Context: an optimization exercise on an open-source flow, tuned for small area and a short achievable clock period. The choices shown serve that exercise and are no tape-out recipe.
Function was checked by simulation only, so behaviour that the tests miss may differ from the original.
Power figures rest on the tool's default switching activity, not on a simulated workload.

// multiplier
module multiplier (a, b, prod, qnan, infinity, zero, normal, clk);
Settings: LEC_CHECK=0, CAP_MARGIN=20, CORE_MARGIN=2, CORE_UTILIZATION=62, CTS_BUF_LIST=sky130_fd_sc_hd__clkbuf_8, PLACE_DENSITY=0.75, SLEW_MARGIN=20, SYNTH_HIERARCHICAL=1; clock period 12.0 ns.
standard.sh (not shown) runs the stock make flow with config.mk's settings and CLKGATE_MAP_FILE= SYNTH_SCRIPT=/design/flow/synth_recipe.tcl, a recipe that flattens the netlist after the stock synthesis.
==> flow/flow/run.sh <==
#!/bin/bash
set -euo pipefail
cp standard.sh standard_copy.sh
sed "s|^make -C|make SETUP_SLACK_MARGIN=8.2 'CTS_ARGS=-sink_clustering_enable -repair_clock_nets -buf_list sky130_fd_sc_hd__clkbuf_8 -dont_use_dummy_load' 'BUFFER_PORTS_ARGS=-buffer_cell sky130_fd_sc_hd__buf_2' -C|" standard.sh > tight.sh
grep -q "BUFFER_PORTS_ARGS=-buffer_cell" tight.sh
bash tight.sh > make_flow.log 2>&1
Then changed:
==> flow/flow/run.sh (replaced) <==
#!/bin/bash
set -euo pipefail
cp standard.sh standard_copy.sh
sed "s|^make -C|make SETUP_SLACK_MARGIN=7.8 'CTS_ARGS=-sink_clustering_enable -repair_clock_nets -buf_list sky130_fd_sc_hd__clkbuf_8 -dont_use_dummy_load' -C|" standard.sh > tight.sh
grep -q "SETUP_SLACK_MARGIN=7.8 'CTS_ARGS=" tight.sh
bash tight.sh > make_flow.log 2>&1
CAP_MARGIN = 0   (was 20)
CTS_BUF_LIST = default   (was sky130_fd_sc_hd__clkbuf_8)
SLEW_MARGIN = 0   (was 20)
The changed run passed the timing, DRC and antenna checks; cell area drops by a few percent; synthesized area does not change; via count drops by a few percent; global-route usage drops by 0.71 points; worst setup slack loses 0.18 ns.
Then changed:
CAP_MARGIN = 20   (was 0)
SLEW_MARGIN = 20   (was 0)
TNS_END_PERCENT = 0   (was default)
After rerunning:
- first-iteration DRC count shrinks by 4.6%
- via count shrinks by 2.1%
- clock-buffer cell count stays the same
- clock skew hardly moves
- synthesized cell count stays the same
- die area stays the same
Then changed:
==> flow/flow/run.sh (replaced) <==
#!/bin/bash
set -euo pipefail
cp standard.sh standard_copy.sh
sed "s|^make -C|make SETUP_SLACK_MARGIN=8.1 'CTS_ARGS=-sink_clustering_enable -repair_clock_nets -buf_list sky130_fd_sc_hd__clkbuf_8 -dont_use_dummy_load' 'BUFFER_PORTS_ARGS=-buffer_cell sky130_fd_sc_hd__buf_1' -C|" standard.sh > tight.sh
grep -q "BUFFER_PORTS_ARGS=-buffer_cell" tight.sh
bash tight.sh > make_flow.log 2>&1
CTS_BUF_LIST = sky130_fd_sc_hd__clkbuf_8   (was default)
TNS_END_PERCENT = default   (was 0)
After rerunning: The changed run finished clean; worst setup slack gains 0.40 ns; synthesized cell count does not change; first-iteration DRC count came out higher by 20%.
Then changed:
==> flow/flow/run.sh (replaced) <==
#!/bin/bash
set -euo pipefail
cp standard.sh standard_copy.sh
sed "s|^make -C|make SETUP_SLACK_MARGIN=7.8 'CTS_ARGS=-sink_clustering_enable -repair_clock_nets -buf_list sky130_fd_sc_hd__clkbuf_8 -dont_use_dummy_load' -C|" standard.sh > tight.sh
grep -q "SETUP_SLACK_MARGIN=7.8 'CTS_ARGS=" tight.sh
bash tight.sh > make_flow.log 2>&1
CTS_BUF_LIST = default   (was sky130_fd_sc_hd__clkbuf_8)
TNS_END_PERCENT = 30   (was default)
The new run completed without violations.
Via count shrinks slightly.
Cell count shrinks slightly.
Die area is unchanged.
Design area grows slightly.
Clock power hardly moves.
Maximum frequency shrinks by a few percent.
Register-to-register slack got worse by 0.27 ns.
Clock skew shrinks by 0.0093 ns.
Sequential power barely changes.

* * *

## run A
multiplier again, from the RTL that the note above started with.
==> flow/config.mk <==
export PLATFORM = sky130hd
export DESIGN_NAME = multiplier
export DESIGN_NICKNAME = multiplier
export VERILOG_FILES = /design/flow/design.v
export SDC_FILE = /design/flow/constraint.sdc
export NUM_CORES = 4
export LEC_CHECK = 0
export CAP_MARGIN = 20
export CORE_MARGIN = 2
export CORE_UTILIZATION = 58
export PLACE_DENSITY = 0.72
export SLEW_MARGIN = 20
export SYNTH_HIERARCHICAL = 1
==> flow/constraint.sdc <==
create_clock -name core_clock -period 12.0 [get_ports {clk}]
set_input_delay 2.4000 -clock core_clock [delete_from_list [all_inputs] [get_ports {clk}]]
set_output_delay 2.4000 -clock core_clock [all_outputs]
set_load 0.01 [all_outputs]
==> flow/flow/run.sh <==
#!/bin/bash
set -euo pipefail
cp standard.sh standard_copy.sh
sed "s|^make -C|make SETUP_SLACK_MARGIN=8.0 'CTS_ARGS=-sink_clustering_enable -repair_clock_nets -buf_list sky130_fd_sc_hd__clkbuf_8 -dont_use_dummy_load' 'BUFFER_PORTS_ARGS=-buffer_cell sky130_fd_sc_hd__buf_1' -C|" standard.sh > tight.sh
grep -q "BUFFER_PORTS_ARGS=-buffer_cell" tight.sh
bash tight.sh > make_flow.log 2>&1
Here is what was changed in the inputs of run B compared with run A.
Settings: CORE_UTILIZATION changed from 58 to 62; CTS_BUF_LIST newly set to sky130_fd_sc_hd__clkbuf_8; PLACE_DENSITY changed from 0.72 to 0.75.
==> flow/flow/run.sh <==
#!/bin/bash
set -euo pipefail
cp standard.sh standard_copy.sh
sed "s|^make -C|make SETUP_SLACK_MARGIN=7.95 'CTS_ARGS=-sink_clustering_enable -repair_clock_nets -buf_list sky130_fd_sc_hd__clkbuf_8 -dont_use_dummy_load' 'BUFFER_PORTS_ARGS=-buffer_cell sky130_fd_sc_hd__buf_1' -C|" standard.sh > tight.sh
grep -q "BUFFER_PORTS_ARGS=-buffer_cell" tight.sh
bash tight.sh > make_flow.log 2>&1
Notes after the runs:
Between run B and run A, the difference in xor/xnor cell area share of the yosys netlist is negligible.
Diff run A -> run B | count of plain and timing-repair buffers in the layout | up by a little under 10%
Run B against run A: global-route track usage on met3 increased by 0.38 points relative to the old numbers; sequential group power stayed essentially flat.
Going from run A to run B, cell area after layout flat; die footprint decreased by about 6% relative to the old numbers; cell count +3; leakage power figure climbed about 0.9%; transition time at the pin with the least slew margin has decreased.
Net switching power, run B and run A, higher one = run A.
## Diff of input files: run C against run B
==> flow/flow/run.sh <==
#!/bin/bash
set -euo pipefail
cp standard.sh standard_copy.sh
sed "s|^make -C|make SETUP_SLACK_MARGIN=7.8 'CTS_ARGS=-sink_clustering_enable -repair_clock_nets -buf_list sky130_fd_sc_hd__clkbuf_8 -dont_use_dummy_load' -C|" standard.sh > tight.sh
grep -q "SETUP_SLACK_MARGIN=7.8 'CTS_ARGS=" tight.sh
bash tight.sh > make_flow.log 2>&1
==> run notes <==
- Run C finished every stage and its layout cleared the timing, DRC and antenna checks.
- Run B completed every stage of the flow, and the final layout passed the timing, DRC and antenna checks.
- Comparing relative contribution of combinational cells to total power for run C and run B, the smaller number came from run B.
- Going from run B to run C, the worst slack on hold paths was found to have gone down by 5.6 ps.
- Min proportion of power drawn by flip-flops and latches across run C and run B: run C
- Re final worst setup slack: run C and run B aren't equal, and the lower value belongs to run C.
- Changes observed in run C relative to run B: area occupied by multi-input gates shrank by 0.60%, HPWL reported at the end of detailed placement went up about 7%, met1 routed wirelength after detailed routing rose about 3%.
[inputs] run D vs run C
Settings: CTS_CLUSTER_SIZE: unset -> 60; CORE_UTILIZATION: 62 -> 55; CTS_CLUSTER_DIAMETER: unset -> 300; CTS_BUF_LIST: sky130_fd_sc_hd__clkbuf_8 -> sky130_fd_sc_hd__clkbuf_16; PLACE_DENSITY: 0.75 -> 0.7.
==> flow/flow/run.sh <==
#!/bin/bash
set -euo pipefail
cp standard.sh standard_copy.sh
sed 's|^make -C|make SETUP_SLACK_MARGIN=7.8 -C|' standard.sh > tight.sh
grep -q "SETUP_SLACK_MARGIN=7.8" tight.sh
bash tight.sh > make_flow.log 2>&1
Findings:
Run D closes out successfully: all stages finished, all timing, DRC and antenna checks passed.
Going from run C to run D, clock group share of total power grew by 8.0 points; wire length reported by the detailed router higher; number of placed instances with taps included up about 3.5%; power after layout increased 0.00016 W; max-slew headroom at the worst pin moved down.
Inputs modified between run D and run E:
Settings: removing CTS_CLUSTER_DIAMETER (formerly 300); changing CTS_BUF_LIST from sky130_fd_sc_hd__clkbuf_16 to sky130_fd_sc_hd__clkbuf_8; changing CORE_UTILIZATION from 55 to 62; removing CTS_CLUSTER_SIZE (formerly 60); changing PLACE_DENSITY from 0.7 to 0.75.
==> flow/flow/run.sh <==
#!/bin/bash
set -euo pipefail
cp standard.sh standard_copy.sh
sed "s|^make -C|make SETUP_SLACK_MARGIN=8.0 'CTS_ARGS=-sink_clustering_enable -repair_clock_nets -buf_list sky130_fd_sc_hd__clkbuf_4 -dont_use_dummy_load' 'BUFFER_PORTS_ARGS=-buffer_cell sky130_fd_sc_hd__buf_1' -C|" standard.sh > tight.sh
grep -q "BUFFER_PORTS_ARGS=-buffer_cell" tight.sh
bash tight.sh > make_flow.log 2>&1
--- outcome ---
Run D: full flow OK, the timing, DRC and antenna checks passed. Every stage of the flow completed for run E, and the final layout passed the timing, DRC and antenna checks. The standard cells in run E occupy less silicon area than those in run D do. Compared to run D, run E has die height about 5.6% lower. Run D → run E: global-route wire length before repair has decreased; per-cell via count in the routed design picked up an extra 4.3%. From run D to run E the numbers moved as follows: half-perimeter wire length after detailed placement lower, power consumption lower, initial standard-cell utilization of the core higher.
--- input diff run E..run F ---
==> flow/flow/run.sh <==
#!/bin/bash
set -euo pipefail
cp standard.sh standard_copy.sh
sed "s|^make -C|make SETUP_SLACK_MARGIN=8.0 'CTS_ARGS=-sink_clustering_enable -repair_clock_nets -buf_list sky130_fd_sc_hd__clkbuf_8 -dont_use_dummy_load' 'BUFFER_PORTS_ARGS=-buffer_cell sky130_fd_sc_hd__buf_2' -C|" standard.sh > tight.sh
grep -q "BUFFER_PORTS_ARGS=-buffer_cell" tight.sh
bash tight.sh > make_flow.log 2>&1
==> run notes <==
- Every run in the comparison, run F and run E, completed the flow with a clean layout.
- The worst setup slack of run F exceeds that of run E by 91 ps.
- Diff run E -> run F | combinational group share of total power | decrease of 0.6 points
- Between run F and run E, it is run F whose final period demand of the worst path is lower, by 91 ps.
- Core utilization: run F higher than run E
- Relative to run E, the switching power of run F is higher by 6.0%.
- Of the two values seen for launch point of the worst path, pe2[0]$_DFF_P_ was produced by run F and pe2[1]$_DFF_P_ by run E.
- Flop-to-flop setup slack on run F is ahead of run E.
- Across both runs, post-route fraction of the period consumed by the critical path was lower for run F than for run E.

==> separate check: timing with driven ports <==
How much do the figures lean on ideal ports? The routed layouts below were timed once more, with nothing changed but the port constraints. Step 1 sets driving cells, clkbuf_16 on the clock port and buf_2 on the other inputs (assumed; they add their load-dependent delay and slew). Step 2 adds t to the input delays and takes it off the output delays; t is the mean of the earliest and latest rising clock arrival at the registers after step 1. Input paths then give back, and output paths get back, about the clock's delay inside the block. a / b / c = ideal ports / drivers / drivers and shift; a / b = the first two.
run | t, ns | slack for setup (ns) | clock arrival spread, ns | worst register clock-pin slew, ns | worst data-port slew with drivers (ns)
the first run of note 1 | 0.372 | 8.051 / 8.018 / 8.152 | 0.022 / 0.022 | 0.07 / 0.07 | 0.03
the second run of note 1 | 0.364 | 7.875 / 7.844 / 7.932 | 0.014 / 0.014 | 0.06 / 0.06 | 0.04
the third run of note 1 | 0.361 | 7.647 / 7.616 / 7.755 | 0.016 / 0.015 | 0.06 / 0.06 | 0.04
the fourth run of note 1 | 0.371 | 8.045 / 8.014 / 8.197 | 0.024 / 0.024 | 0.07 / 0.07 | 0.04
the fifth run of note 1 | 0.363 | 7.827 / 7.796 / 7.928 | 0.014 / 0.014 | 0.06 / 0.06 | 0.04
run A | 0.358 | 8.053 / 8.020 / 8.068 | 0.021 / 0.020 | 0.07 / 0.07 | 0.03
run B | 0.362 | 8.041 / 8.007 / 8.082 | 0.023 / 0.023 | 0.07 / 0.07 | 0.03
run C | 0.364 | 7.875 / 7.844 / 7.932 | 0.014 / 0.014 | 0.06 / 0.06 | 0.04
run D | 0.362 | 7.848 / 7.810 / 8.022 | 0.006 / 0.006 | 0.05 / 0.05 | 0.03
run E | 0.418 | 7.982 / 7.952 / 8.085 | 0.042 / 0.043 | 0.11 / 0.11 | 0.03
run F | 0.364 | 8.073 / 8.039 / 8.133 | 0.022 / 0.022 | 0.07 / 0.07 | 0.03
After both steps setup and hold are still met in every run listed.
